Background: an optimization exercise with open tools, aiming at small area, a short achievable clock period and few clock cycles. Do not read the settings as production practice. RTL that was checked went through simulation tests only; none was proved equivalent to the original. Only the layout flow was run in run 2; the RTL was not checked for function there. In runs 2 to 5 the design's own scripts or RTL, not TritonCTS, make the clock network. The clock input has no modelled driver; a real chip could not lean on it and would need a root buffer or a full tree. Power and IR drop assume default switching activity.

## flow/flow/run.sh

```bash
#!/bin/bash
set -euo pipefail
export BUFFER_PORTS_ARGS="-buffer_cell sky130_fd_sc_hd__buf_4"
export SETUP_SLACK_MARGIN=11
bash standard.sh place > standard_place.log 2>&1
openroad -no_init -exit flow/placeio.tcl > placeio.log 2>&1
bash standard.sh cts > standard_cts.log 2>&1
openroad -no_init -exit flow/unroot.tcl > unroot.log 2>&1
bash standard.sh > standard_finish.log 2>&1
```

## flow/flow/placeio.tcl

```tcl
# Move each output port's buffer next to its pin, and the flip-flop that
# feeds only that buffer next to the buffer; then legalize the placement.
set res orfs/results/$::env(FLOW_PLATFORM)/AxisCrcChecker/base
read_db $res/3_place.odb
set block [ord::get_db_block]
set core [$block getCoreArea]
set cx0 [$core xMin]; set cy0 [$core yMin]; set cx1 [$core xMax]; set cy1 [$core yMax]
proc driver_of {net} {
  foreach it [$net getITerms] { if {[$it isOutputSignal]} { return $it } }
  return ""
}
proc clamp {v lo hi} { return [expr {$v < $lo ? $lo : ($v > $hi ? $hi : $v)}] }
set moved 0
foreach bt [$block getBTerms] {
  if {[$bt getIoType] ne "OUTPUT"} { continue }
  set net [$bt getNet]
  set bit [driver_of $net]
  if {$bit eq ""} { continue }
  set buf [$bit getInst]
  # pin centre, pulled inside the core
  set bb [[lindex [$bt getBPins] 0] getBBox]
  set px [expr {([$bb xMin] + [$bb xMax]) / 2}]
  set py [expr {([$bb yMin] + [$bb yMax]) / 2}]
  set w [[$buf getMaster] getWidth]
  set h [[$buf getMaster] getHeight]
  set bx [clamp [expr {$px - $w / 2}] $cx0 [expr {$cx1 - $w}]]
  set by [clamp [expr {$py - $h / 2}] $cy0 [expr {$cy1 - $h}]]
  $buf setLocation $bx $by
  $buf setPlacementStatus PLACED
  incr moved
  set inet ""
  foreach it [$buf getITerms] { if {[$it isInputSignal]} { set inet [$it getNet] } }
  if {$inet eq ""} { continue }
  set fit [driver_of $inet]
  if {$fit eq ""} { continue }
  set ff [$fit getInst]
  set m [[$ff getMaster] getName]
  if {![string match "*__df*" $m] && ![string match "*__edf*" $m]} { continue }
  if {[llength [$inet getITerms]] != 2} { continue }
  $ff setLocation $bx $by
  $ff setPlacementStatus PLACED
  puts "moved [$buf getName] and [$ff getName] ($m) to the pin of [$bt getName]"
  incr moved
}
puts "moved $moved cells"
detailed_placement
check_placement -verbose
write_db $res/3_place.odb
```

## flow/flow/unroot.tcl

```tcl
set res orfs/results/$::env(FLOW_PLATFORM)/AxisCrcChecker/base
read_db $res/4_cts.odb
set block [ord::get_db_block]
set port [$block findBTerm clock]
set cnet [$port getNet]
set its [$cnet getITerms]
puts "clock port net [$cnet getName] feeds [llength $its] pins"
if {[llength $its] == 1} {
  set root [[lindex $its 0] getInst]
  set master [[$root getMaster] getName]
  set onet ""
  foreach it [$root getITerms] {
    if {[$it isOutputSignal]} { set onet [$it getNet] }
  }
  set loads [$onet getITerms]
  set nload 0
  foreach it $loads { if {[$it isInputSignal]} { incr nload } }
  puts "root [$root getName] ($master) drives [$onet getName] with $nload loads"
  if {[string match "*clkbuf*" $master] && $nload <= 4 && [llength [$onet getBTerms]] == 0} {
    foreach it $loads {
      if {[$it isInputSignal]} {
        $it disconnect
        $it connect $cnet
      }
    }
    foreach it [$root getITerms] { $it disconnect }
    odb::dbInst_destroy $root
    odb::dbNet_destroy $onet
    puts "removed root buffer; clock port now feeds [llength [$cnet getITerms]] pins"
  }
}
write_db $res/4_cts.odb
```

## flow/standard.sh

```bash
#!/bin/bash
# synth_recipe.tcl (not shown) runs the flow's synth.tcl, then flattens the netlist and writes it again
# the make line also repeats each setting of config.mk as NAME=value (left out here)
make -C /OpenROAD-flow-scripts/flow DESIGN_CONFIG=/design/flow/config.mk WORK_HOME=/design/flow/orfs CLKGATE_MAP_FILE= SYNTH_SCRIPT=/design/flow/synth_recipe.tcl "${@:-finish}"
```

## flow/config.mk

```make
export PLATFORM = sky130hd
export DESIGN_NAME = AxisCrcChecker
export DESIGN_NICKNAME = AxisCrcChecker
export VERILOG_FILES = /design/flow/design.v
export SDC_FILE = /design/flow/constraint.sdc
export NUM_CORES = 8
export LEC_CHECK = 0
export CAP_MARGIN = 40
export CORE_MARGIN = 2
export CORE_UTILIZATION = 60
export CTS_BUF_LIST = sky130_fd_sc_hd__clkbuf_16
export CTS_CLUSTER_DIAMETER = 100
export CTS_CLUSTER_SIZE = 30
export PLACE_DENSITY = 0.7
export SLEW_MARGIN = 40
export SYNTH_MEMORY_MAX_BITS = 16384
```

## flow/constraint.sdc

```tcl
create_clock -name core_clock -period 15.0 [get_ports {clock}]
set_input_delay 3.0000 -clock core_clock [delete_from_list [all_inputs] [get_ports {clock}]]
set_output_delay 3.0000 -clock core_clock [all_outputs]
set_load 0.01 [all_outputs]
```

## flow/design.v

```verilog
module calc_crc (
    input [7:0] CRC_I,
    input [7:0] DATA_I,
    output [7:0] CRC_O
);
    assign CRC_O[0] = CRC_I[0] ^ CRC_I[6] ^ CRC_I[7] ^ DATA_I[0] ^ DATA_I[6] ^ DATA_I[7];
    assign CRC_O[1] = CRC_I[0] ^ CRC_I[1] ^ CRC_I[6] ^ DATA_I[0] ^ DATA_I[1] ^ DATA_I[6];
    assign CRC_O[2] = CRC_I[0] ^ CRC_I[1] ^ CRC_I[2] ^ CRC_I[6] ^ DATA_I[0] ^ DATA_I[1] ^ DATA_I[2] ^ DATA_I[6];
    assign CRC_O[3] = CRC_I[1] ^ CRC_I[2] ^ CRC_I[3] ^ CRC_I[7] ^ DATA_I[1] ^ DATA_I[2] ^ DATA_I[3] ^ DATA_I[7];
    assign CRC_O[4] = CRC_I[2] ^ CRC_I[3] ^ CRC_I[4] ^ DATA_I[2] ^ DATA_I[3] ^ DATA_I[4];
    assign CRC_O[5] = CRC_I[3] ^ CRC_I[4] ^ CRC_I[5] ^ DATA_I[3] ^ DATA_I[4] ^ DATA_I[5];
    assign CRC_O[6] = CRC_I[4] ^ CRC_I[5] ^ CRC_I[6] ^ DATA_I[4] ^ DATA_I[5] ^ DATA_I[6];
    assign CRC_O[7] = CRC_I[5] ^ CRC_I[6] ^ CRC_I[7] ^ DATA_I[5] ^ DATA_I[6] ^ DATA_I[7];
endmodule
module AxisCrcChecker(
  input        clock,
  input        reset,
  output       io_AxisSlv_ready,
  input        io_AxisSlv_valid,
  input        io_AxisSlv_bits_Tlast,
  input  [7:0] io_AxisSlv_bits_Tdata,
  input        io_AxisMst_ready,
  output       io_AxisMst_valid,
  output       io_AxisMst_bits_Tlast,
  output [7:0] io_AxisMst_bits_Tdata
);
  localparam N  = 1024;           
  localparam LW = 6;              
  localparam LR = 5;              
  localparam KW = N >> LW;        
  localparam KR = N >> LR;        
  localparam [LR-1:0] RC = {LR{1'b1}};  
  localparam QD = 10;             
  localparam QL = 4;
  reg        in_rdy;
  reg  [1:0] b_cnt;
  wire       rdy_i = ~b_cnt[1];
  wire       acc = io_AxisSlv_valid & rdy_i;
  reg [8:0] bq0, bq1;             
  reg       b_wp, b_rp;
  wire      b_ne = (b_cnt != 2'd0);
  wire [8:0] b_head = b_rp ? bq1 : bq0;
  wire [7:0] w_d = b_head[7:0];
  wire       w_l = b_head[8];
  always @(posedge clock) begin
    if (acc & ~b_wp) bq0 <= {io_AxisSlv_bits_Tlast, io_AxisSlv_bits_Tdata};
    if (acc &  b_wp) bq1 <= {io_AxisSlv_bits_Tlast, io_AxisSlv_bits_Tdata};
  end
  reg  [7:0] crc;
  wire [7:0] crc_n;
  calc_crc u_calc_crc (.CRC_I(crc), .DATA_I(w_d), .CRC_O(crc_n));
  wire       w_g = (crc_n == 8'h00);
  reg  [9:0]  wpm;
  reg  [9:0]  rp;
  reg         wfull;
  reg         r_al;               
  reg  [9:0]  pk_len;             
  reg         cur_v;              
  reg  [9:0]  rem;                
  reg         lastb;              
  reg [10:0]   qq [0:QD-1];
  reg [QL-1:0] q_wp, q_rp;
  reg [QL:0]   q_cnt;
  wire [10:0]  q_head = qq[q_rp];
  wire         q_ne = (q_cnt != 0);
  wire         q_room = (q_cnt != QD);
  wire eq     = (rp == wpm);
  wire full   = eq & wfull;
  wire w_al   = (wpm[LW-1:0] == {LW{1'b1}});
  wire wr     = b_ne & w_al & ~full & (~w_l | q_room);
  wire empty  = eq & ~wfull;
  wire hold   = empty & w_al & ~wr;
  wire [9-LW:0] w_tap = wpm[9:LW];    
  reg        credit;
  reg  [1:0] f_used;              
  wire       rd    = cur_v & r_al & credit;
  wire       next  = ~cur_v | (rd & lastb);
  wire       load  = next & q_ne;
  wire       skip  = load & ~q_head[10];
  wire [9:0] rp_sk = rp - q_head[9:0] - rd;
  reg  [8*N-1:0] ring;
  wire [8*N-1:0] rot = {ring[8*N-9:0], ring[8*N-1:8*N-8]};
  integer k;
  always @(posedge clock) begin
    ring <= rot;
    for (k = 0; k < KW; k = k + 1)
      if (wr && w_tap == k) ring[8*(((k+1)<<LW) % N) +: 8] <= w_d;
  end
  wire [8*KR-1:0] taps;
  genvar g;
  generate
    for (g = 0; g < KR; g = g + 1) begin : g_tap
      assign taps[8*g +: 8] = ring[8*((g<<LR)+RC) +: 8];
    end
  endgenerate
  wire [7:0] x_d = taps[8*rp[9:LR] +: 8];
  wire       x_l = lastb;
  wire       x_v = rd;
  reg pop_q;
  wire [1:0] b_cnt_n = {~wr & (b_cnt[1] | (b_cnt[0] & acc)),
                        (b_cnt[1] & wr) | (b_cnt[0] & (acc ~^ wr)) | (~b_cnt[1] & ~b_cnt[0] & acc)};
  always @(posedge clock) begin
    if (wr & w_l) qq[q_wp] <= {w_g, pk_len};
  end
  wire [1:0] f_next = f_used + rd - pop_q;
  always @(posedge clock) begin
    if (reset) begin
      wpm <= 10'd1023;
      wfull <= 1'b0;
      rp <= 10'd1023;
      r_al <= 1'b1;
      pk_len <= 10'd0;
      cur_v <= 1'b0;
      rem <= 10'd0;
      lastb <= 1'b0;
      b_wp <= 1'b0; b_rp <= 1'b0; b_cnt <= 2'd0;
      crc <= 8'hff;
      q_wp <= 0; q_rp <= 0; q_cnt <= 0;
      in_rdy <= 1'b1;
      f_used <= 2'd0;
      credit <= 1'b0;
    end else begin
      if (acc) b_wp <= ~b_wp;
      if (wr)  b_rp <= ~b_rp;
      b_cnt <= b_cnt_n;
      in_rdy <= wr | ~(b_cnt[1] | (b_cnt[0] & io_AxisSlv_valid));
      if (wr) crc <= w_l ? 8'hff : crc_n;
      if (wr) begin
        pk_len <= w_l ? 10'd0 : pk_len + 10'd1;
      end else if (~hold) wpm <= wpm + 10'd1;
      if (wr & w_l) q_wp <= (q_wp == QD - 1) ? 0 : q_wp + 1'b1;
      q_cnt <= q_cnt + (wr & w_l) - load;
      if (load) q_rp <= (q_rp == QD - 1) ? 0 : q_rp + 1'b1;
      if (next) cur_v <= load & q_head[10];
      if (load) begin
        rem <= q_head[9:0];
        lastb <= (q_head[9:0] == 10'd0);
      end else if (rd) begin
        rem <= rem - 10'd1;
        lastb <= (rem == 10'd1);
      end
      if (wr) wfull <= 1'b1;
      else if (rd | skip) wfull <= 1'b0;
      if (skip) begin
        rp <= rp_sk;
        r_al <= (rp_sk[LR-1:0] == RC);
      end else if (~rd & ~hold) begin
        rp <= rp + 10'd1;
        r_al <= (rp[LR-1:0] == RC - 1'b1);
      end
      f_used <= f_next;
      credit <= (f_next != 2'd3);
    end
  end
  reg [8:0] oq0, oq1, oq2;
  reg [1:0] oq_wp, oq_rp, oq_cnt;
  reg       o_v;
  reg [7:0] o_d;
  reg       o_l;
  wire       oq_ne  = (oq_cnt != 2'd0);
  wire [1:0] oq_rp1 = (oq_rp == 2'd2) ? 2'd0 : oq_rp + 2'd1;
  wire [8:0] x_e    = {x_l, x_d};
  wire [8:0] e_rp   = (oq_rp  == 2'd0) ? oq0 : (oq_rp  == 2'd1) ? oq1 : oq2;
  wire [8:0] e_rp1  = (oq_rp1 == 2'd0) ? oq0 : (oq_rp1 == 2'd1) ? oq1 : oq2;
  wire [1:0] cnt_h  = oq_cnt + x_v;
  wire [8:0] nh_h   = oq_ne ? e_rp : x_e;
  wire [1:0] cnt_p  = oq_cnt + x_v - oq_ne;
  wire [1:0] rp_p   = oq_ne ? oq_rp1 : oq_rp;
  wire [8:0] nh_p   = oq_cnt[1] ? e_rp1 : x_e;
  always @(posedge clock) begin
    if (x_v && oq_wp == 2'd0) oq0 <= x_e;
    if (x_v && oq_wp == 2'd1) oq1 <= x_e;
    if (x_v && oq_wp == 2'd2) oq2 <= x_e;
    {o_l, o_d} <= io_AxisMst_ready ? nh_p : nh_h;
    if (reset) begin
      o_v <= 1'b0;
      oq_wp <= 2'd0; oq_rp <= 2'd0; oq_cnt <= 2'd0;
      pop_q <= 1'b0;
    end else begin
      pop_q <= io_AxisMst_ready & oq_ne;
      o_v <= io_AxisMst_ready ? (cnt_p != 2'd0) : (cnt_h != 2'd0);
      if (x_v) oq_wp <= (oq_wp == 2'd2) ? 2'd0 : oq_wp + 2'd1;
      oq_rp <= io_AxisMst_ready ? rp_p : oq_rp;
      oq_cnt <= io_AxisMst_ready ? cnt_p : cnt_h;
    end
  end
  assign io_AxisSlv_ready      = in_rdy;
  assign io_AxisMst_valid      = o_v;
  assign io_AxisMst_bits_Tdata = o_d;
  assign io_AxisMst_bits_Tlast = o_l;
endmodule
```

==> impl_metrics.csv, run 1 <==
group,metric,value,unit
pwr,seq_power_share,67.0,%
worst_setup_path,cp_cell_sequence,"buf_6",
synthesis,synth_edf_count,155,
synthesis,syn_area_per_cell,18.9,µm²
clock_network,htreeDepth,5,
final_layout,area_growth,7.90,%
synthesis,synth_xor_area_share,0.383,%
sta,skew,67.1,ps
worst_setup_path,crit_path_end,"io_AxisMst_bits_Tdata[7]",
clock_network,ctsHoldBuffers,0,
detailed_routing,wl_per_cell,16.7,µm
sta,timing.fmax,242,MHz
synthesis,yosys_warnings,1,
detailed_routing,firstDrtPassIters,6,
sta,maxSlewViolCount,0,
detailed_routing,vias,60716,
floorplanning,die_height,551,µm
global_routing,grt.total_usage,15.1,%
pwr,p_sw,0.00706,W
final_layout,fin_cells,13819,
synthesis,synth-main-ff-cell,"dfxtp_1",
clock_network,root_buffer,"clkbuf_16",
synthesis,synth_mux_area_share,2.08,%
synthesis,synthTopCellsByArea,"dfxtp_1 (93%), edfxtp_1 (2.6%), mux4_2 (1.3%), mux2_2 (0.61%), nor2_1 (0.25%)",
status,status,"finished clean",
worst_setup_path,end_kind,"primary output",
sta,max_slew.worst_pin.slew,838,ps
clock_network,clock_path_buffers,4,
placement,hpwlAfterDp,133,mm
placement,post-place-cells,13415,
worst_setup_path,slowest_stage,"dfxtp_2",
clock_network,clk_pin_slew,100,ps
pwr,clock_power_share,29.2,%
synthesis,syn_area,179000,µm²
worst_setup_path,cp.required,12000,ps
detailed_routing,wirelength,231,mm
synthesis,synthDistinctLibCells,72,
pwr,irDropWorstVdd,0.153,mV
global_routing,grt_pass1_wl,352,mm
clock_network,cts_tree,"done",
detailed_routing,remaining_drc_errors,0,
final_layout,fillerInstances,19308,
worst_setup_path,worstSetupStartpointType,"flop",
floorplanning,core-area,297000,µm²
synthesis,yosys.area.top_type,"dfxtp_1",
clock_network,cts_sinks,8441,
final_layout,seqCellArea,171000,µm²
global_routing,grt_pass1_vias,61190,
global_routing,antenna_found_initial,24,
synthesis,synth_seq_cells,8441,
pwr,switching_share,20.5,%
sta,finalSetupViolCount,0,
synthesis,synth.top_cell.area_share,92.6,%
placement,portBuffers,23,
final_layout,mostFrequentLayoutCells,"dfxtp_1 (8270), clkbuf_16 (323), edfxtp_1 (155), nor2_1 (111), nand2_1 (106)",
synthesis,synth_nets,9556,
floorplanning,fp-row-count,200,
clock_network,cts_buffers,323,
worst_setup_path,critPathTopFamily,"flip-flops",
clock_network,clkLatencyLatePin,690,ps
final_layout,postLayoutCoreUtil,65.1,%
pwr,p_leak,75.9,nW
job,maxCapViolCount,0,
floorplanning,dieArea,303000,µm²
worst_setup_path,rrSetupSlack,11230,ps
synthesis,synth_compound_area_share,0.728,%
synthesis,seq_area_frac_synth,95.2,%
sta,min_period,4130,ps
detailed_routing,via_per_inst,4.39,
synthesis,yosys.area_share.adder,0.264,%
synthesis,synth_cells,9507,
final_layout,layout_commonest_cell,"dfxtp_1",
final_layout,nNetsFinal,9858,
floorplanning,initial_core_util,60.3,%
worst_setup_path,reg2reg_depth,16,
pwr,cellPowerDensity,178,nW/µm²
floorplanning,die_w,551,µm
sta,slew_headroom,42.5,%
synthesis,synthArstFlopShare,0,%
worst_setup_path,crit_start,"o_d[7]",
global_routing,overflow,0,
worst_hold_path,hold_class,"reg2reg",
placement,gp_congestion,0.760,
pwr,p_int,0.0274,W
floorplanning,ioPinCount,24,
synthesis,synth-simple-area-share,1.07,%
worst_setup_path,path_depth,1,
worst_setup_path,crit_buf_inv,1,
global_routing,grt_max_degree,53,
worst_setup_path,critical_path_class,"reg2out",
final_layout,multi_input_area,8220,µm²
synthesis,synth_top_family_by_area,"multiplexers",
sta,tns,0,ps
worst_setup_path,slowest_delay,340,ps
pwr,power_frac_comb,3.8,%
sta,rsz0062_at_grt,"yes",
worst_setup_path,r2r-end,"q_cnt[4]",
worst_setup_path,arrival,1130,ps
detailed_routing,dr.first_iter.drc_count,3415,
final_layout,layout-drive-gt1-share,6.95,%
sta,fin_crit_sh,27.5,%
detailed_routing,final_antenna_net_count,0,
final_layout,stdcell_area,193000,µm²
sta,final_hold_viol_count,0,
placement,placed_cell_area,184000,µm²
worst_setup_path,reg2reg_from,"b_rp",
worst_setup_path,cp_max_fo,1,
-- Yosys cell counts (5+ instances only) --
cell type and instances:
a22oi_1 5, and3_1 6, nand2b_1 13, a211oi_1 14, buf_2 21, nor2_1 118
xnor2_1 47, ha_1 33, xor2_1 21, nor3_1 26, dfxtp_1 8286, nand4_1 14
mux2_2 97, o21a_1 5, inv_1 42, mux2i_1 24, buf_1 13, o21ai_1 18
or3_1 11, nand3_1 23, edfxtp_1 155, a21oi_1 67, clkbuf_1 51, o211ai_1 9
o21ai_0 34, buf_6 5, a21o_1 12, a221oi_1 8, nor2b_1 16, mux4_2 102
or2_2 6, nand3b_1 5, nand2_1 107, nor4_1 11, and2_1 6
-- sequential cells by signal, summed over array words and instances (netlist names), 9 cells and up, named ones only --
| signal | cells |
|---|---|
| oq2 | 9 |
| bq1 | 9 |
| oq1 | 9 |
| bq0 | 9 |
| ring | 8192 |
| qq | 110 |
| oq0 | 9 |
| wpm | 10 |
| rp | 10 |
| rem | 10 |
| pk_len | 10 |
-- power by group through the flow --
stage / clock network [W] / registers (W) / logic, W
after global placement: 0 / 0.0236 / 0.00122
after global routing: 0.0111 / 0.0231 / 0.00141
final: 0.0101 / 0.0231 / 0.00129
after detailed placement: 0 / 0.0236 / 0.00122
after floorplan: 0 / 0.0235 / 0.000897
after CTS: 0.0104 / 0.0231 / 0.00128
-- worst min-delay path by stage --
| stage | endpoint | depth (start not counted) | start | slack, ps |
|---|---|---|---|---|
| finish | ring[5665] | 0 | ring[5657] | 310 |
| global route | ring[8093] | 0 | ring[8085] | 300 |
| global placement | ring[2419] | 0 | ring[2411] | 310 |
| CTS | ring[5665] | 0 | ring[5657] | 300 |
| detailed placement | ring[1211] | 0 | ring[1203] | 310 |
| floorplan | ring[1000] | 0 | ring[992] | 310 |
-- routing by layer --
| layer | global-route usage, % | share of wire [%] | vias up |
|---|---|---|---|
| li1 | - | - | 30406 |
| met1 | 22.3 | 50 | 29193 |
| met2 | 23.4 | 44 | 752 |
| met3 | 2.30 | 3.9 | 359 |
| met4 | 4.33 | 2.6 | 6 |
| met5 | 0 | 0.016 | - |
-- kinds of logic after synthesis --
logic type,count (synthesis)
DFF,8441
AOI/OAI and AO/OA,204
adders and majority gates,36
buffers and inverters,133
and+or+nand+nor,391
xor gates and xnor gates,72
muxes,230
-- what timing repair did --
item	CTS	global route
setup buffers	3	5
resized for setup	22	5
setup endpoints to repair	15	16
gates cloned	0	0
-- final cells by class --
type                       instances  share of cell area (%)
timing repair buffer              68                   0.329
inverter                          43                  0.0848
sequential                      8441                    88.2
multi-input combinational        933                    4.25
antenna                           23                  0.0298
clock inverter                    49                   0.372
clock buffer                     323                    4.18
tap                             3939                    2.55
-- through the flow --
step | hold WS (ps) | worst slack, ps | power, W
2_1_floorplan | 310 | 11020 | 0.0244
3_3_place_gp | 310 | 10020 | 0.0248
3_5_place_dp | 312 | 10030 | 0.0248
4_1_cts | 297 | 10530 | 0.0348
5_1_grt | 301 | 10820 | 0.0357
6_report | 306 | 10870 | 0.0344
Testbench counts, summed over its fixed seeds: cycles 46,214.
==> run 2: changes to the inputs <==
--- a/flow/design.v
+++ b/flow/design.v
@@ -27,4 +27,4 @@
   localparam N  = 1024;           
-  localparam LW = 6;              
-  localparam LR = 5;              
+  localparam LW = 7;              
+  localparam LR = 6;              
   localparam KW = N >> LW;        
@@ -32,3 +32,3 @@
   localparam [LR-1:0] RC = {LR{1'b1}};  
-  localparam QD = 10;             
+  localparam QD = 9;              
   localparam QL = 4;
@@ -105,4 +105,9 @@
   wire [1:0] f_next = f_used + rd - pop_q;
+  reg rst_q;
   always @(posedge clock) begin
-    if (reset) begin
+    rst_q <= reset;
+    in_rdy <= ~reset & (rst_q | wr | ~(b_cnt[1] | (b_cnt[0] & io_AxisSlv_valid)));
+  end
+  always @(posedge clock) begin
+    if (rst_q) begin
       wpm <= 10'd1023;
@@ -118,3 +123,2 @@
       q_wp <= 0; q_rp <= 0; q_cnt <= 0;
-      in_rdy <= 1'b1;
       f_used <= 2'd0;
@@ -125,3 +129,2 @@
       b_cnt <= b_cnt_n;
-      in_rdy <= wr | ~(b_cnt[1] | (b_cnt[0] & io_AxisSlv_valid));
       if (wr) crc <= w_l ? 8'hff : crc_n;
@@ -174,4 +177,4 @@
     {o_l, o_d} <= io_AxisMst_ready ? nh_p : nh_h;
-    if (reset) begin
-      o_v <= 1'b0;
+    o_v <= ~reset & ~rst_q & (io_AxisMst_ready ? (cnt_p != 2'd0) : (cnt_h != 2'd0));
+    if (rst_q) begin
       oq_wp <= 2'd0; oq_rp <= 2'd0; oq_cnt <= 2'd0;
@@ -180,3 +183,2 @@
       pop_q <= io_AxisMst_ready & oq_ne;
-      o_v <= io_AxisMst_ready ? (cnt_p != 2'd0) : (cnt_h != 2'd0);
       if (x_v) oq_wp <= (oq_wp == 2'd2) ? 2'd0 : oq_wp + 2'd1;
--- a/flow/flow/run.sh
+++ b/flow/flow/run.sh
@@ -1,2 +1,11 @@
 #!/bin/bash
+# Standard layout with three changes:
+#  - every port gets a fast buffer (buf_4) instead of the default choice, and
+#    timing repair aims below the 15 ns constraint;
+#  - after placement, each output port's buffer is moved next to its pin and
+#    the flip-flop that feeds only that buffer next to the buffer, then the
+#    placement is legalized (placeio.tcl);
+#  - after clock tree synthesis, the clock tree is rebuilt as a balanced tree
+#    of four levels of inverters, the top level's four cells on the clock port
+#    (ctree.tcl, ctree_build.tcl).
 set -euo pipefail
@@ -7,3 +16,3 @@
 bash standard.sh cts > standard_cts.log 2>&1
-openroad -no_init -exit flow/unroot.tcl > unroot.log 2>&1
+openroad -no_init -exit flow/ctree.tcl > ctree.log 2>&1
 bash standard.sh > standard_finish.log 2>&1
==> flow/flow/ctree.tcl (new file) <==
# Replace the clock tree that clock tree synthesis built with a balanced tree
# of inverters (see ctree_build.tcl), then legalize the placement.
set res orfs/results/$::env(FLOW_PLATFORM)/AxisCrcChecker/base
read_db $res/4_cts.odb
source flow/ctree_build.tcl
detailed_placement
check_placement -verbose
write_db $res/4_cts.odb
==> flow/flow/ctree_build.tcl (new file) <==
# Replace the clock tree with a balanced tree of inverters built by recursive
# bisection of the clock sinks.  Levels (top to bottom): L1 (on the port, 4
# cells), L2, L3, L4 (leaves, at most F4 sinks each).  An even number of
# inverting levels keeps the clock's polarity.
proc env_or {name def} { if {[info exists ::env($name)]} { return $::env($name) } { return $def } }
set F4 [env_or CT_F4 26]
set F3 [env_or CT_F3 4]
set N2 [env_or CT_N2 4]
set M1 [env_or CT_M1 sky130_fd_sc_hd__clkinv_16]
set M2 [env_or CT_M2 sky130_fd_sc_hd__clkinv_16]
set M3 [env_or CT_M3 sky130_fd_sc_hd__clkinv_8]
set M4 [env_or CT_M4 sky130_fd_sc_hd__clkinv_8]

set block [ord::get_db_block]
set db [ord::get_db]
set port [$block findBTerm clock]
set pnet [$port getNet]

set sinks {}
set dead_insts {}
set dead_nets {}
proc walk {net} {
  global sinks dead_insts dead_nets
  foreach it [$net getITerms] {
    if {![$it isInputSignal]} { continue }
    set inst [$it getInst]
    set m [[$inst getMaster] getName]
    if {[string match "*__clkbuf_*" $m] || [string match "*__clkinv_*" $m] || [string match "*__buf_*" $m] || [string match "*__inv_*" $m]} {
      lappend dead_insts $inst
      foreach o [$inst getITerms] {
        if {[$o isOutputSignal]} { set on [$o getNet]; if {$on ne "NULL"} { lappend dead_nets $on; walk $on } }
      }
    } else {
      lappend sinks $it
    }
  }
}
walk $pnet
puts "ctree: [llength $sinks] sinks, removing [llength $dead_insts] buffers"
set pts {}
foreach it $sinks {
  set xy [$it getAvgXY]
  if {[lindex $xy 0] == 0} {
    set loc [[$it getInst] getLocation]
    set xy [list 1 [lindex $loc 0] [lindex $loc 1]]
  }
  lappend pts [list [lindex $xy 1] [lindex $xy 2] $it]
  $it disconnect
}
foreach inst $dead_insts {
  foreach it [$inst getITerms] { if {[$it getNet] ne "NULL"} { $it disconnect } }
  odb::dbInst_destroy $inst
}
foreach n $dead_nets { odb::dbNet_destroy $n }

proc split_pts {items m} {
  if {$m <= 1 || [llength $items] <= 1} { return [list $items] }
  set m1 [expr {$m / 2}]
  set m2 [expr {$m - $m1}]
  set xs {}; set ys {}
  foreach p $items { lappend xs [lindex $p 0]; lappend ys [lindex $p 1] }
  set xs [lsort -integer $xs]; set ys [lsort -integer $ys]
  set dx [expr {[lindex $xs end] - [lindex $xs 0]}]
  set dy [expr {[lindex $ys end] - [lindex $ys 0]}]
  set idx [expr {$dx >= $dy ? 0 : 1}]
  set s [lsort -integer -index $idx $items]
  set n [llength $s]
  set cut [expr {int(round(double($n) * $m1 / $m))}]
  if {$cut < 1} { set cut 1 }
  if {$cut > $n - 1} { set cut [expr {$n - 1}] }
  return [concat [split_pts [lrange $s 0 [expr {$cut - 1}]] $m1] [split_pts [lrange $s $cut end] $m2]]
}
proc centroid {items} {
  set sx 0.0; set sy 0.0
  foreach p $items { set sx [expr {$sx + [lindex $p 0]}]; set sy [expr {$sy + [lindex $p 1]}] }
  set n [llength $items]
  return [list [expr {int($sx / $n)}] [expr {int($sy / $n)}]]
}
set cnt 0
# make an inverter of master m at (x, y) driving the given iterms; returns {x y inputITerm}
proc make_inv {mname lvl x y loads} {
  global block db cnt
  set master [$db findMaster $mname]
  incr cnt
  set inst [odb::dbInst_create $block $master "ctinv_${lvl}_$cnt"]
  set w [$master getWidth]; set h [$master getHeight]
  $inst setLocation [expr {$x - $w / 2}] [expr {$y - $h / 2}]
  $inst setPlacementStatus PLACED
  set net [odb::dbNet_create $block "ctnet_${lvl}_$cnt"]
  $net setSigType CLOCK
  [$inst findITerm Y] connect $net
  foreach it $loads { $it connect $net }
  return [list $x $y [$inst findITerm A]]
}
set l1items {}
foreach g1 [split_pts $pts 4] {
  set l2items {}
  foreach g2 [split_pts $g1 $N2] {
    set nleaf [expr {int(ceil(double([llength $g2]) / $F4))}]
    set n3 [expr {int(ceil(double($nleaf) / $F3))}]
    set l3items {}
    foreach g3 [split_pts $g2 $n3] {
      set nl [expr {int(ceil(double([llength $g3]) / $F4))}]
      set l4items {}
      foreach g4 [split_pts $g3 $nl] {
        set c [centroid $g4]
        set loads {}
        foreach p $g4 { lappend loads [lindex $p 2] }
        lappend l4items [make_inv $M4 4 [lindex $c 0] [lindex $c 1] $loads]
      }
      set c [centroid $l4items]
      set loads {}
      foreach p $l4items { lappend loads [lindex $p 2] }
      lappend l3items [make_inv $M3 3 [lindex $c 0] [lindex $c 1] $loads]
    }
    set c [centroid $l3items]
    set loads {}
    foreach p $l3items { lappend loads [lindex $p 2] }
    lappend l2items [make_inv $M2 2 [lindex $c 0] [lindex $c 1] $loads]
  }
  set c [centroid $l2items]
  set loads {}
  foreach p $l2items { lappend loads [lindex $p 2] }
  set r [make_inv $M1 1 [lindex $c 0] [lindex $c 1] $loads]
  [lindex $r 2] connect $pnet
}
puts "ctree: built $cnt inverters"
removed: flow/flow/unroot.tcl
==> run 2 against run 1 <==
Critical endpoint is now io_AxisMst_bits_Tdata[1]. Combinational power down 7%. Clock power down 9.8%. Cell area down 1.4%. Clock skew up 23 ps. Critical path depth unchanged. Final cell count down 0.46%. Wire length down 6.4%. First-iteration DRC count down 16%. Fmax up 3.0%. Global-route usage down 0.71 points. Sequential share of layout area up 1.1 points. Die area down 1.2%.
==> impl_metrics.csv, run 2 <==
group,metric,value,unit
final_layout,layout_commonest_cell,"dfxtp_1",
synthesis,syn_area_per_cell,18.9,µm²
detailed_routing,dr.first_iter.drc_count,2869,
placement,gp_congestion,0.803,
floorplanning,die_w,547,µm
detailed_routing,via_per_inst,4.28,
synthesis,synth_seq_cells,8431,
global_routing,grt.total_usage,14.4,%
detailed_routing,firstDrtPassIters,5,
final_layout,postLayoutCoreUtil,64.9,%
final_layout,top_register,"ring",
status,status,"finished clean",
synthesis,synth-main-ff-cell,"dfxtp_1",
synthesis,synth_edf_count,144,
floorplanning,core-area,294000,µm²
floorplanning,ioPinCount,24,
final_layout,reg_top3,"ring x8192, qq x99",
placement,portBuffers,23,
sta,tns,0,ps
sta,final_hold_viol_count,0,
sta,min_period,4010,ps
synthesis,synth_nets,9396,
global_routing,antenna_found_initial,22,
global_routing,grt_pass1_wl,336,mm
detailed_routing,remaining_drc_errors,0,
synthesis,seq_area_frac_synth,96.2,%
global_routing,grt_max_degree,58,
worst_setup_path,cp.required,12000,ps
final_layout,largest_reg_flops,8192,
synthesis,synthTopCellsByArea,"dfxtp_1 (94%), edfxtp_1 (2.4%), mux4_2 (0.61%), ha_1 (0.28%), nor2_1 (0.26%)",
clock_network,ctsHoldBuffers,0,
floorplanning,initial_core_util,60.2,%
worst_setup_path,end_kind,"primary output",
synthesis,synth_cells,9341,
sta,maxSlewViolCount,0,
worst_setup_path,critical_path_class,"reg2out",
final_layout,mostFrequentLayoutCells,"dfxtp_1 (8267), clkinv_8 (480), edfxtp_1 (144), nor2_1 (119), nand2_1 (85)",
sta,hold-worst-slack,253,ps
synthesis,synthArstFlopShare,0,%
clock_network,cts_sinks,8431,
pwr,total_power,0.0333,W
placement,hpwlAfterDp,121,mm
sta,skew,90.2,ps
sta,rsz0062_at_grt,"yes",
synthesis,yosysMostFrequentCell,"dfxtp_1",
detailed_routing,wl_per_cell,15.7,µm
worst_setup_path,crit_buf_inv,1,
global_routing,overflow,0,
synthesis,yosys_warnings,1,
synthesis,synth.top_cell.area_share,93.7,%
worst_setup_path,arrival,1010,ps
worst_setup_path,cp_cell_sequence,"buf_6",
floorplanning,dieArea,299000,µm²
sta,slew_headroom,42.4,%
floorplanning,die_height,547,µm
final_layout,nNetsFinal,9880,
final_layout,area_growth,7.71,%
detailed_routing,wirelength,216,mm
sta,timing.fmax,250,MHz
sta,max_slew.worst_pin.slew,847,ps
synthesis,yosys-top-cells-count,"dfxtp_1 (8287), edfxtp_1 (144), nor2_1 (121)",
synthesis,syn_area,177000,µm²
clock_network,clkLatencyLatePin,580,ps
worst_setup_path,slowest_delay,360,ps
final_layout,stdcell_area,191000,µm²
global_routing,grt_pass1_vias,59993,
sta,finalSetupViolCount,0,
final_layout,layout-drive-gt1-share,7.13,%
worst_hold_path,hold_class,"reg2reg",
worst_setup_path,worstSetupStartpointType,"flop",
clock_network,clk_pin_slew,80,ps
detailed_routing,final_antenna_net_count,0,
synthesis,synthDistinctLibCells,73,
sta,fin_crit_sh,26.7,%
worst_setup_path,slowest_stage,"dfxtp_4",
pwr,irDropWorstVdd,0.128,mV
worst_setup_path,cp_max_fo,1,
pwr,p_leak,74.4,nW
placement,placed_cell_area,182000,µm²
synthesis,yosys.area.top_type,"dfxtp_1",
job,maxCapViolCount,0,
pwr,cellPowerDensity,174,nW/µm²
worst_setup_path,critPathTopFamily,"flip-flops",
floorplanning,fp-row-count,199,
detailed_routing,vias,58861,
-- run 2: layout make-up --
type | count | area [µm²]
tap | 3919 | 4900
sequential | 8431 | 170000
inverter | 546 | 8580
multi-input combinational | 797 | 6410
fill | 19250 | 103000
antenna | 12 | 30.0
timing repair buffer | 49 | 435
clock inverter | 1 | 30.0
-- run 2: path summary, 6_finish.rpt --
path               from                       end  slack, ps  cells after the start
max reg2reg        flop                     rp[8]      11220                     12
max              o_d[1]  io_AxisMst_bits_Tdata[1]      10990                      1
min          ring[5211]                ring[5219]        250                      0
min reg2reg  ring[5211]                ring[5219]        250                      0
-- run 2: cell families after synthesis --
group | count (synthesis) | share of synthesized area [%]
AO/OA/AOI/OAI | 210 | 0.768
XOR/XNOR | 71 | 0.376
adder cells (fa/ha/maj) | 42 | 0.310
buffers and inverters | 113 | 0.284
flip-flops | 8431 | 96.2
multiplexers | 112 | 1.07
AND/OR/NAND/NOR | 362 | 1.02
-- run 2: stage by stage --
stage                     cells  worst slack [ps]
final                     13755             10990
after global routing      13744             10900
after CTS                 13615             10470
after detailed placement  13239             10660
after global placement    13239             10340
after floorplan            9341             11120
-- run 2: what timing repair did --
action | 4_1_cts | 5_1_grt
endpoints found under the hold margin | 0 | 0
buffers inserted | 0 | 1
pin swaps | 0 | 2
gates resized for setup | 28 | 13
setup endpoints to repair | 19 | 20
-- run 2: report_power, final --
part | internal (W) | leakage, nW | switching [W]
clock network | 0.00139 | 3.55 | 0.00772
registers | 0.0228 | 68.1 | 0.000198
logic | 0.000487 | 2.73 | 0.000709
-- run 2: layer usage --
| layer | part of all wire (%) | global-route usage, % |
|---|---|---|
| met5 | 0 | 0 |
| met4 | 3.4 | 5.12 |
| met3 | 3.5 | 2.54 |
| met2 | 42 | 21.6 |
| met1 | 51 | 21.4 |
==> run 3: changes to the inputs <==
--- a/flow/design.v
+++ b/flow/design.v
@@ -105,9 +105,4 @@
   wire [1:0] f_next = f_used + rd - pop_q;
-  reg rst_q;
   always @(posedge clock) begin
-    rst_q <= reset;
-    in_rdy <= ~reset & (rst_q | wr | ~(b_cnt[1] | (b_cnt[0] & io_AxisSlv_valid)));
-  end
-  always @(posedge clock) begin
-    if (rst_q) begin
+    if (reset) begin
       wpm <= 10'd1023;
@@ -123,2 +118,3 @@
       q_wp <= 0; q_rp <= 0; q_cnt <= 0;
+      in_rdy <= 1'b1;
       f_used <= 2'd0;
@@ -129,2 +125,3 @@
       b_cnt <= b_cnt_n;
+      in_rdy <= wr | ~(b_cnt[1] | (b_cnt[0] & io_AxisSlv_valid));
       if (wr) crc <= w_l ? 8'hff : crc_n;
@@ -177,4 +174,4 @@
     {o_l, o_d} <= io_AxisMst_ready ? nh_p : nh_h;
-    o_v <= ~reset & ~rst_q & (io_AxisMst_ready ? (cnt_p != 2'd0) : (cnt_h != 2'd0));
-    if (rst_q) begin
+    if (reset) begin
+      o_v <= 1'b0;
       oq_wp <= 2'd0; oq_rp <= 2'd0; oq_cnt <= 2'd0;
@@ -183,2 +180,3 @@
       pop_q <= io_AxisMst_ready & oq_ne;
+      o_v <= io_AxisMst_ready ? (cnt_p != 2'd0) : (cnt_h != 2'd0);
       if (x_v) oq_wp <= (oq_wp == 2'd2) ? 2'd0 : oq_wp + 2'd1;
==> run 3 against run 2 <==
Still clean on timing, DRC and antenna. Core utilization about the same. Die area is essentially flat. Total power is 0.48% lower. First-iteration DRC count up 3.1%. Sequential share of layout area about the same. Critical path depth unchanged. Combinational power decreased by 4%. Sequential power hardly changed. Worst setup slack better by 38 ps. Global-route usage decreased by 0.59 points. Critical endpoint is now io_AxisMst_bits_Tdata[3]. Largest cell class unchanged. Highest routed layer unchanged.
==> impl_metrics.csv, run 3 <==
group,metric,value,unit
detailed_routing,final_antenna_net_count,0,
sta,tns,0,ps
sta,finalSetupViolCount,0,
worst_setup_path,cp_max_fo,1,
floorplanning,dieArea,299000,µm²
final_layout,layout_commonest_cell,"dfxtp_1",
clock_network,clk_pin_slew,80,ps
final_layout,seqCellArea,170000,µm²
synthesis,synthDistinctLibCells,64,
synthesis,yosysMostFrequentCell,"dfxtp_1",
worst_setup_path,worstSetupStartpointType,"flop",
worst_setup_path,slowest_delay,330,ps
final_layout,multi_input_area,6400,µm²
global_routing,overflow,0,
worst_setup_path,end_kind,"primary output",
global_routing,grt_pass1_vias,58709,
sta,maxSlewViolCount,0,
synthesis,synth_edf_count,144,
global_routing,grt_max_degree,57,
sta,timing.fmax,252,MHz
sta,final_hold_viol_count,0,
worst_setup_path,critPathTopFamily,"flip-flops",
final_layout,fillerInstances,19216,
placement,hpwlAfterDp,117,mm
synthesis,yosys-top-cells-count,"dfxtp_1 (8286), edfxtp_1 (144), mux2_2 (98)",
synthesis,syn_area_per_cell,19.1,µm²
final_layout,area_growth,7.71,%
worst_setup_path,cp_cell_sequence,"buf_6",
synthesis,synth_mux_area_share,1.47,%
synthesis,synth_top_family_by_area,"multiplexers",
synthesis,seq_area_frac_synth,96.2,%
detailed_routing,firstDrtPassIters,5,
floorplanning,fp-row-count,199,
floorplanning,die_w,547,µm
floorplanning,core-area,294000,µm²
placement,pre_cts_slack,10440,ps
final_layout,largest_reg_flops,8192,
status,status,"finished clean",
detailed_routing,wl_per_cell,15.3,µm
detailed_routing,wirelength,209,mm
pwr,total_power,0.0331,W
pwr,p_leak,74.3,nW
clock_network,clkLatencyLatePin,550,ps
sta,rsz0062_at_grt,"yes",
final_layout,layout-drive-gt1-share,7.69,%
clock_network,cts_sinks,8430,
detailed_routing,via_per_inst,4.26,
sta,min_period,3970,ps
sta,skew,53.6,ps
floorplanning,die_height,547,µm
sta,slew_headroom,41.0,%
placement,portBuffers,23,
sta,fin_crit_sh,26.5,%
synthesis,synth-simple-area-share,0.904,%
synthesis,synth.top_cell.area_share,93.7,%
synthesis,syn_area,177000,µm²
sta,max_slew.worst_pin.slew,876,ps
job,maxCapViolCount,0,
global_routing,grt.total_usage,13.8,%
worst_hold_path,hold_class,"reg2reg",
worst_setup_path,crit_buf_inv,1,
final_layout,stdcell_area,191000,µm²
worst_setup_path,critical_path_class,"reg2out",
sta,fin_ws,11030,ps
worst_setup_path,arrival,970,ps
synthesis,synth_compound_area_share,0.555,%
worst_setup_path,cp.required,12000,ps
final_layout,top_register,"ring",
final_layout,nNetsFinal,9811,
synthesis,synth_xor_area_share,0.334,%
detailed_routing,remaining_drc_errors,0,
final_layout,mostFrequentLayoutCells,"dfxtp_1 (8269), clkinv_8 (480), edfxtp_1 (144), mux2_2 (98), nor2_1 (67)",
synthesis,synthArstFlopShare,0,%
synthesis,synth_nets,9321,
synthesis,synth_seq_cells,8430,
worst_setup_path,slowest_stage,"dfxtp_2",
pwr,cellPowerDensity,174,nW/µm²
synthesis,yosys_warnings,1,
placement,placed_cell_area,182000,µm²
global_routing,antenna_found_initial,27,
synthesis,yosys.area_share.adder,0.310,%
global_routing,grt_pass1_wl,324,mm
synthesis,synth_cells,9266,
detailed_routing,vias,58257,
pwr,irDropWorstVdd,0.164,mV
synthesis,yosys.area.top_type,"dfxtp_1",
final_layout,reg_top3,"ring x8192, qq x99",
detailed_routing,dr.first_iter.drc_count,2958,
synthesis,synthTopCellsByArea,"dfxtp_1 (94%), edfxtp_1 (2.4%), mux4_2 (0.69%), mux2_2 (0.62%), ha_1 (0.28%)",
floorplanning,initial_core_util,60.3,%
worst_setup_path,rrSetupSlack,11280,ps
synthesis,synth-main-ff-cell,"dfxtp_1",
sta,hold-worst-slack,292,ps
floorplanning,ioPinCount,24,
placement,gp_congestion,0.781,
## run 3: cell types whose count changed after synthesis, sizes merged, moves of 14 or more
| cell | previous run | this run |
|---|---|---|
| a21oi | 69 | 45 |
| buf | 41 | 26 |
| mux2 | 31 | 100 |
| nand2 | 87 | 62 |
| nor2 | 122 | 72 |
| o21ai | 43 | 29 |
| xnor2 | 48 | 32 |
## run 3: path summary, 6_finish.rpt
| path | startpoint | end | cells past startpoint |
|---|---|---|---|
| worst max-delay path | o_d[3] | io_AxisMst_bits_Tdata[3] | 1 |
| worst min-delay path | ring[4069] | ring[4077] | 0 |
| worst max register to register | flop | rp[9] | 15 |
| worst min register to register | ring[4069] | ring[4077] | 0 |
## run 3: metrics by stage
step | utilization [%] | cells
final | 64.9 | 13691
after global routing | 64.9 | 13674
after CTS | 65.0 | 13538
after detailed placement | 62.0 | 13166
after global placement | 62.0 | 13165
after floorplan | - | 9266
## run 3: cell type report
type,count,area share (%)
Antenna cell,17,0.0223
Clock inverter,1,0.0158
Inverter,545,4.50
Multi-Input combinational cell,736,3.36
Sequential cell,8430,89.3
Tap cell,3919,2.57
Timing Repair Buffer,43,0.214
## run 3: report_power, final
part           switching (W)  total, W  internal, W  leakage [nW]
clock network        0.00772   0.00911      0.00139          3.55
logic               0.000677   0.00115     0.000468          2.70
registers           0.000157    0.0228       0.0227          68.1
total                0.00855    0.0331       0.0246          74.3
## run 3: metal layers
metal | share of wire, % | track usage (%)
met5 | 0 | 0
met4 | 3.3 | 4.88
met3 | 3.5 | 2.56
met2 | 41 | 20.2
met1 | 52 | 20.8
## run 3: cells by family (layout without fill, tap and decap cells)
logic type	Yosys count	count (layout)
buffers and inverters	100	589
multiplexers	180	180
AND/OR/NAND/NOR	294	294
AO/OA/AOI/OAI	154	154
flip-flops	8430	8430
adder cells (fa/ha/maj)	42	42
other	0	17
XOR/XNOR	66	66
## run 3: repair_timing
action / in CTS / in global routing
pin swaps: 0 / 1
resized for setup: 27 / 8
hold buffers: 0 / 0
hold endpoints to repair: 0 / 0
setup buffers: 1 / 5
cloned: 0 / 1
endpoints found under the setup margin: 17 / 14
Testbench counts of run 3, summed over its fixed seeds: cycles 46,598.
==> run 4: changes to the inputs <==
--- a/flow/design.v
+++ b/flow/design.v
@@ -32,4 +32,4 @@
   localparam [LR-1:0] RC = {LR{1'b1}};  
-  localparam QD = 9;              
-  localparam QL = 4;
+  localparam QS = 8;              
+  localparam QL = 3;
   reg        in_rdy;
@@ -60,8 +60,9 @@
   reg         lastb;              
-  reg [10:0]   qq [0:QD-1];
+  reg [10:0]   qq [0:QS-1];
   reg [QL-1:0] q_wp, q_rp;
-  reg [QL:0]   q_cnt;
-  wire [10:0]  q_head = qq[q_rp];
-  wire         q_ne = (q_cnt != 0);
-  wire         q_room = (q_cnt != QD);
+  reg [QL:0]   q_cnt;               
+  reg [10:0]   q_head;
+  reg          q_ne;
+  wire         q_room = ~(q_ne & q_cnt[QL]);
+  wire         qq_ne = (q_cnt != 0);
   wire eq     = (rp == wpm);
@@ -78,2 +79,4 @@
   wire       load  = next & q_ne;
+  wire       q_push    = wr & w_l;
+  wire       q_to_head = q_push & ~qq_ne & (~q_ne | load);
   wire       skip  = load & ~q_head[10];
@@ -102,7 +105,14 @@
   always @(posedge clock) begin
-    if (wr & w_l) qq[q_wp] <= {w_g, pk_len};
+    if (q_push & ~q_to_head) qq[q_wp] <= {w_g, pk_len};
+    if (q_to_head) q_head <= {w_g, pk_len};
+    else if (load & qq_ne) q_head <= qq[q_rp];
   end
   wire [1:0] f_next = f_used + rd - pop_q;
+  reg rst_q;
   always @(posedge clock) begin
-    if (reset) begin
+    rst_q <= reset;
+    in_rdy <= ~reset & (rst_q | wr | ~(b_cnt[1] | (b_cnt[0] & io_AxisSlv_valid)));
+  end
+  always @(posedge clock) begin
+    if (rst_q) begin
       wpm <= 10'd1023;
@@ -117,4 +127,3 @@
       crc <= 8'hff;
-      q_wp <= 0; q_rp <= 0; q_cnt <= 0;
-      in_rdy <= 1'b1;
+      q_wp <= 0; q_rp <= 0; q_cnt <= 0; q_ne <= 1'b0;
       f_used <= 2'd0;
@@ -125,3 +134,2 @@
       b_cnt <= b_cnt_n;
-      in_rdy <= wr | ~(b_cnt[1] | (b_cnt[0] & io_AxisSlv_valid));
       if (wr) crc <= w_l ? 8'hff : crc_n;
@@ -130,5 +138,6 @@
       end else if (~hold) wpm <= wpm + 10'd1;
-      if (wr & w_l) q_wp <= (q_wp == QD - 1) ? 0 : q_wp + 1'b1;
-      q_cnt <= q_cnt + (wr & w_l) - load;
-      if (load) q_rp <= (q_rp == QD - 1) ? 0 : q_rp + 1'b1;
+      if (q_push & ~q_to_head) q_wp <= q_wp + 1'b1;
+      if (load & qq_ne) q_rp <= q_rp + 1'b1;
+      q_cnt <= q_cnt + (q_push & ~q_to_head) - (load & qq_ne);
+      q_ne <= q_push | qq_ne | (q_ne & ~load);
       if (next) cur_v <= load & q_head[10];
@@ -174,4 +183,4 @@
     {o_l, o_d} <= io_AxisMst_ready ? nh_p : nh_h;
-    if (reset) begin
-      o_v <= 1'b0;
+    o_v <= ~reset & ~rst_q & (io_AxisMst_ready ? (cnt_p != 2'd0) : (cnt_h != 2'd0));
+    if (rst_q) begin
       oq_wp <= 2'd0; oq_rp <= 2'd0; oq_cnt <= 2'd0;
@@ -180,3 +189,2 @@
       pop_q <= io_AxisMst_ready & oq_ne;
-      o_v <= io_AxisMst_ready ? (cnt_p != 2'd0) : (cnt_h != 2'd0);
       if (x_v) oq_wp <= (oq_wp == 2'd2) ? 2'd0 : oq_wp + 2'd1;
==> run 4 against run 3 <==
Still clean. Sequential share of layout area rose by 0.096 points. Hold slack got worse by 32 ps. Combinational power fell by 24%. Final cell count fell by 0.53%. Critical path type unchanged. Largest cell class unchanged.
==> impl_metrics.csv, run 4 <==
group,metric,value,unit
sta,maxSlewViolCount,0,
worst_setup_path,critical_path_class,"reg2out",
floorplanning,ioPinCount,24,
sta,fin_ws,10990,ps
final_layout,nNetsFinal,9738,
final_layout,multi_input_area,6360,µm²
floorplanning,initial_core_util,60.2,%
synthesis,seq_area_frac_synth,96.3,%
final_layout,area_growth,7.72,%
pwr,p_leak,74.3,nW
synthesis,synth_seq_cells,8428,
sta,rsz0062_at_grt,"yes",
sta,final_hold_viol_count,0,
worst_hold_path,hold_class,"reg2reg",
sta,skew,83.6,ps
clock_network,cts_sinks,8428,
floorplanning,core-area,294000,µm²
synthesis,synth_edf_count,144,
synthesis,yosys-top-cells-count,"dfxtp_1 (8284), edfxtp_1 (144), mux2_2 (99)",
worst_setup_path,worstSetupStartpointType,"flop",
detailed_routing,wirelength,204,mm
clock_network,clk_pin_slew,100,ps
synthesis,synth_cells,9206,
detailed_routing,firstDrtPassIters,5,
final_layout,fillerInstances,19249,
placement,gp_congestion,0.782,
global_routing,grt_max_degree,62,
sta,timing.fmax,249,MHz
worst_setup_path,cp_cell_sequence,"buf_6",
worst_setup_path,slowest_delay,330,ps
detailed_routing,via_per_inst,4.27,
worst_setup_path,cp.required,12000,ps
global_routing,antenna_found_initial,21,
final_layout,seqCellArea,170000,µm²
sta,slew_headroom,28.2,%
placement,hpwlAfterDp,116,mm
synthesis,synthArstFlopShare,0,%
synthesis,syn_area,177000,µm²
worst_setup_path,slowest_stage,"dfxtp_2",
synthesis,synthDistinctLibCells,67,
synthesis,synth.top_cell.area_share,93.8,%
placement,pre_cts_slack,10770,ps
pwr,irDropWorstVdd,0.125,mV
detailed_routing,dr.first_iter.drc_count,2944,
sta,fin_crit_sh,26.7,%
detailed_routing,remaining_drc_errors,0,
worst_setup_path,arrival,1010,ps
synthesis,yosysMostFrequentCell,"dfxtp_1",
sta,max_slew.worst_pin.slew,1080,ps
placement,portBuffers,23,
global_routing,grt_pass1_wl,320,mm
final_layout,largest_reg_flops,8192,
floorplanning,die_w,547,µm
synthesis,yosys.area.top_type,"dfxtp_1",
worst_setup_path,end_kind,"primary output",
clock_network,clkLatencyLatePin,580,ps
floorplanning,die_height,547,µm
detailed_routing,vias,58182,
synthesis,synth_nets,9255,
synthesis,yosys_warnings,1,
global_routing,grt.total_usage,13.6,%
job,maxCapViolCount,0,
clock_network,post-cts-setup-buffers,0,
worst_setup_path,critPathTopFamily,"flip-flops",
final_layout,layout-drive-gt1-share,7.78,%
worst_setup_path,crit_buf_inv,1,
sta,finalSetupViolCount,0,
detailed_routing,wl_per_cell,15.0,µm
sta,min_period,4010,ps
synthesis,synth-main-ff-cell,"dfxtp_1",
pwr,cellPowerDensity,173,nW/µm²
final_layout,mostFrequentLayoutCells,"dfxtp_1 (8262), clkinv_8 (480), edfxtp_1 (144), mux2_2 (99), nor2_1 (79)",
global_routing,grt_pass1_vias,58461,
status,status,"finished clean",
global_routing,overflow,0,
floorplanning,fp-row-count,199,
synthesis,synthTopCellsByArea,"dfxtp_1 (94%), edfxtp_1 (2.4%), mux4_2 (0.79%), mux2_2 (0.63%), xnor2_1 (0.25%)",
final_layout,layout_commonest_cell,"dfxtp_1",
sta,tns,0,ps
final_layout,reg_top3,"ring x8192, qq x88, q_head x11",
final_layout,top_register,"ring",
worst_setup_path,cp_max_fo,1,
floorplanning,dieArea,299000,µm²
detailed_routing,final_antenna_net_count,0,
synthesis,syn_area_per_cell,19.2,µm²
[run 4: metrics by stage]
stage / utilization [%] / hold slack (ps) / total power [W] / instances / instance area, µm²
6_report: 64.8 / 260 / 0.0328 / 13619 / 190000
5_1_grt: 64.8 / 272 / 0.0342 / 13606 / 190000
4_1_cts: 64.9 / 311 / 0.0342 / 13476 / 191000
3_5_place_dp: 61.9 / 312 / 0.0243 / 13105 / 182000
3_3_place_gp: 61.9 / 310 / 0.0243 / 13105 / 182000
2_1_floorplan: - / 310 / 0.0240 / 9206 / 177000
[run 4: what timing repair did]
| action | in CTS | in global routing |
|---|---|---|
| gates resized for setup | 22 | 12 |
| hold buffers | 0 | 0 |
| setup endpoints to repair | 14 | 22 |
[run 4: layout make-up]
| class | count | share of cell area, % |
|---|---|---|
| diodes | 13 | 0.0171 |
| inverters | 539 | 4.49 |
| multi-input cells | 684 | 3.34 |
| flip-flops and latches | 8428 | 89.4 |
| well taps | 3919 | 2.58 |
| repair buffers | 36 | 0.162 |
[run 4: worst paths after layout]
kind / startpoint / end / slack, ps / depth (start not counted)
worst max register to register: b_rp / q_cnt[2] / 11270 / 11
worst min-delay path: ring[3548] / ring[3556] / 260 / 0
worst min register to register: ring[3548] / ring[3556] / 260 / 0
worst max-delay path: o_d[0] / io_AxisMst_bits_Tdata[0] / 10990 / 1
[run 4: where the power goes]
group	internal, W	leakage, nW	switching [W]
Clock	0.00137	3.54	0.00767
Sequential	0.0227	68.2	0.000202
Combinational	0.000377	2.58	0.000498
Total	0.0245	74.3	0.00837
[run 4: kinds of logic after synthesis]
kind of cell / count (synthesis) / synth area share (%)
compound gates: 126 / 0.477
xor+xnor: 77 / 0.394
fa+ha+maj: 36 / 0.268
buf+inv: 94 / 0.217
flops: 8428 / 96.3
mux: 190 / 1.59
simple gates: 255 / 0.765
[run 4: worst register-to-register path, stage by stage (launching register included)]
cell     delay (ps)
dfxtp_2         510
mux2_2          430
a31oi_1         270
nand2_1         290
nor4_4          580
inv_1           300
ha_1            360
inv_1            40
ha_1            200
fa_1            390
xnor2_1         180
nor2_1           50
[run 4: routing by layer]
metal | wire, µm | GRT usage, % | vias up
met4 | 6880 | 5.09 | 4
met3 | 9030 | 2.89 | 443
met1 | 107000 | 20.8 | 27290
li1 | - | - | 29665
met5 | 17 | 0 | -
met2 | 81800 | 19.3 | 780
Testbench counts of run 4, summed over its fixed seeds: cycles 46,604.
==> run 5: changes to the inputs <==
--- a/flow/flow/run.sh
+++ b/flow/flow/run.sh
@@ -11,3 +11,3 @@
 set -euo pipefail
-export BUFFER_PORTS_ARGS="-buffer_cell sky130_fd_sc_hd__buf_4"
+export BUFFER_PORTS_ARGS="-buffer_cell sky130_fd_sc_hd__buf_8"
 export SETUP_SLACK_MARGIN=11
==> run 5 against run 4 <==
Still clean. Sequential cell count stayed put. Fmax decreased by 0.33%. Area after synthesis unchanged. Sequential power about the same. Critical path depth grew 4. Worst setup slack worse by 13 ps. Sequential share of layout area shrank 0.055 points. Total power barely moved. Core utilization is essentially flat. Wire length decreased by 0.38%. Largest power group unchanged.
==> impl_metrics.csv, run 5 <==
group,metric,value,unit
floorplanning,initial_core_util,60.2,%
synthesis,synthDistinctLibCells,67,
detailed_routing,dr.first_iter.drc_count,2903,
final_layout,mostFrequentLayoutCells,"dfxtp_1 (8266), clkinv_8 (480), edfxtp_1 (144), mux2_2 (99), nor2_1 (79)",
placement,gp_congestion,0.777,
worst_setup_path,cp.required,15370,ps
final_layout,layout_commonest_cell,"dfxtp_1",
worst_setup_path,end_kind,"flop",
worst_setup_path,arrival,4400,ps
synthesis,synth.top_cell.area_share,93.8,%
worst_setup_path,cp_max_fo,24,
worst_setup_path,r2r-end,"q_cnt[2]",
sta,max_slew.worst_pin.slew,872,ps
final_layout,multi_input_area,6290,µm²
final_layout,seqCellArea,170000,µm²
worst_hold_path,worstHoldStart,"ring[2539]",
pwr,switching_share,25.5,%
sta,slew_headroom,41.8,%
synthesis,yosys.area.top_type,"dfxtp_1",
sta,final_hold_viol_count,0,
worst_setup_path,rrSetupSlack,11230,ps
placement,placed_cell_area,182000,µm²
pwr,power_frac_comb,2.7,%
global_routing,grt_pass1_wl,317,mm
global_routing,overflow,0,
pwr,p_int,0.0245,W
synthesis,synthTopCellsByArea,"dfxtp_1 (94%), edfxtp_1 (2.4%), mux4_2 (0.79%), mux2_2 (0.63%), xnor2_1 (0.25%)",
synthesis,seq_area_frac_synth,96.3,%
sta,maxSlewViolCount,0,
pwr,p_leak,74.3,nW
final_layout,stdcell_area,190000,µm²
detailed_routing,wl_per_cell,15.0,µm
global_routing,antenna_found_initial,40,
worst_setup_path,reg2reg_from,"b_rp",
pwr,seq_power_share,69.7,%
synthesis,synth_nets,9255,
synthesis,yosysMostFrequentCell,"dfxtp_1",
sta,finalSetupViolCount,0,
clock_network,clkLatencyLatePin,560,ps
detailed_routing,wirelength,204,mm
pwr,cellPowerDensity,173,nW/µm²
global_routing,grt_max_degree,63,
worst_setup_path,critical_path_class,"in2reg",
pwr,clock_power_share,27.6,%
placement,portBuffers,23,
pwr,p_sw,0.00839,W
final_layout,top_register,"ring",
synthesis,yosys_warnings,1,
final_layout,largest_reg_flops,8192,
worst_hold_path,min_delay_path_depth,0,
sta,rsz0062_at_grt,"yes",
detailed_routing,final_antenna_net_count,0,
synthesis,yosys-top-cells-count,"dfxtp_1 (8284), edfxtp_1 (144), mux2_2 (99)",
placement,hpwlAfterDp,116,mm
job,maxCapViolCount,0,
sta,fin_crit_sh,26.8,%
worst_setup_path,reg2reg_depth,11,
floorplanning,die_w,547,µm
final_layout,layout-drive-gt1-share,7.76,%
clock_network,clk_pin_slew,90,ps
sta,timing.fmax,249,MHz
synthesis,synth_cells,9206,
worst_setup_path,worstSetupStartpointType,"input pin",
final_layout,area_growth,7.78,%
final_layout,reg_top3,"ring x8192, qq x88, q_head x11",
synthesis,synth-main-ff-cell,"dfxtp_1",
synthesis,synth_edf_count,144,
sta,skew,63.7,ps
synthesis,syn_area_per_cell,19.2,µm²
global_routing,grt.total_usage,13.5,%
worst_hold_path,whs_endpoint,"ring[2547]",
detailed_routing,vias,58218,
synthesis,synthArstFlopShare,0,%
synthesis,syn_area,177000,µm²
status,status,"finished clean",
clock_network,cts_sinks,8428,
floorplanning,core-area,294000,µm²
detailed_routing,remaining_drc_errors,0,
floorplanning,dieArea,299000,µm²
final_layout,fillerInstances,19223,
pwr,irDropWorstVdd,0.121,mV
detailed_routing,firstDrtPassIters,5,
sta,min_period,4020,ps
detailed_routing,via_per_inst,4.27,
final_layout,nNetsFinal,9743,
floorplanning,ioPinCount,24,
floorplanning,fp-row-count,199,
global_routing,grt_pass1_vias,58463,
synthesis,synth_seq_cells,8428,
sta,tns,0,ps
floorplanning,die_height,547,µm
worst_hold_path,hold_class,"reg2reg",
[run 5: cell counts after synthesis]
No cell type changed its count.
[run 5: cell type report]
cell class	instances	area share [%]
sequential	8428	89.4
clock inverter	2	0.00788
antenna	11	0.0145
multi-input combinational	684	3.30
tap	3919	2.57
inverter	539	4.49
timing repair buffer	41	0.254
[run 5: per-stage QoR]
stage / power [W] / cells / utilization [%] / hold slack, ps / setup WS, ps
global placement: 0.0243 / 13107 / 62.0 / 309 / 10880
global route: 0.0342 / 13613 / 64.9 / 300 / 10920
finish: 0.0329 / 13624 / 64.9 / 278 / 10980
detailed placement: 0.0243 / 13107 / 62.0 / 312 / 10800
floorplan: 0.0240 / 9206 / - / 310 / 11070
CTS: 0.0341 / 13479 / 64.9 / 297 / 10520
[run 5: how the worst max path moves through the flow]
stage	from	endpoint	slack (ps)	cells past startpoint
after floorplan	io_AxisSlv_valid	bq0[0]	11070	2
after global placement	io_AxisSlv_valid	bq0[4]	10880	3
after detailed placement	io_AxisSlv_valid	bq0[1]	10800	3
after CTS	in_rdy	io_AxisSlv_ready	10520	1
after global routing	o_d[0]	io_AxisMst_bits_Tdata[0]	10920	1
final	io_AxisMst_ready	o_d[0]	10980	5
[run 5: critical path, cell delays in order]
cell	delay, ps
buf_8	140
inv_1	80
a21o_1	370
nor2_1	90
a221oi_1	690
[run 5: per-layer routing]
metal | up-vias | share of wire (%) | global-route usage, %
li1 | 29699 | - | -
met3 | 474 | 4.4 | 2.76
met4 | 6 | 3.5 | 5.34
met1 | 27246 | 52 | 20.5
met5 | - | 0.017 | 0
met2 | 793 | 40 | 19.1
[run 5: cell families after synthesis]
kind of cell,synth area share (%)
adders and majority gates,0.268
and+or+nand+nor,0.765
AOI/OAI and AO/OA,0.477
muxes,1.59
buffers and inverters,0.217
xor gates and xnor gates,0.394
DFF,96.3
[run 5: power groups by stage]
stage	Combinational, W	Sequential (W)	Clock, W
after floorplan	0.000675	0.0233	0
after global placement	0.000880	0.0234	0
after detailed placement	0.000882	0.0234	0
after CTS	0.000906	0.0229	0.0103
after global routing	0.000995	0.0230	0.0102
final	0.000898	0.0229	0.00907
[run 5: what timing repair did]
item | 4_1_cts | 5_1_grt
hold buffers | 0 | 0
cloned | 0 | 0
endpoints found under the setup margin | 12 | 16
pin swaps | 1 | 1
gates resized for setup | 11 | 2
setup buffers | 0 | 1

-- port drivers added, routing unchanged --
How much do the figures lean on ideal ports? The routed layouts below were timed once more, with nothing changed but the port constraints. Step 1 (the two cells are an assumption about what drives the block):
set clk [get_ports {clock}]
set_driving_cell -lib_cell sky130_fd_sc_hd__clkbuf_16 $clk
set_driving_cell -lib_cell sky130_fd_sc_hd__buf_2 [delete_from_list [all_inputs] $clk]
Step 2 times the ports against the registers' clock, not the clock port: input delays grow and output delays shrink by t, the midpoint of the rising clock arrivals with the driver on. a / b / c = ideal ports / drivers / drivers and shift; a / b = the first two.
| run | t (ns) | setup slack, ns | hold slack, ns | clock arrival spread, ns | worst slew at a driven data input, ns |
|---|---|---|---|---|---|
| run 1 | 0.863 | 10.874 / 10.669 / 10.378 | 0.306 / 0.306 / 0.306 | 0.069 / 0.069 | 0.14 |
| run 2 | 0.861 | 10.994 / 10.672 / 10.505 | 0.253 / 0.254 / 0.254 | 0.092 / 0.091 | 0.04 |
| run 3 | 0.851 | 11.032 / 10.708 / 10.573 | 0.292 / 0.293 / 0.293 | 0.061 / 0.060 | 0.04 |
| run 4 | 0.859 | 10.989 / 10.671 / 10.462 | 0.260 / 0.262 / 0.262 | 0.091 / 0.089 | 0.04 |
| run 5 | 0.853 | 10.976 / 10.662 / 10.402 | 0.278 / 0.279 / 0.279 | 0.071 / 0.071 | 0.07 |
After both steps setup and hold are still met in every run listed. For run 5, which loses most, drivers alone change the setup slack by -0.314 ns; drivers and shift together by -0.574 ns.
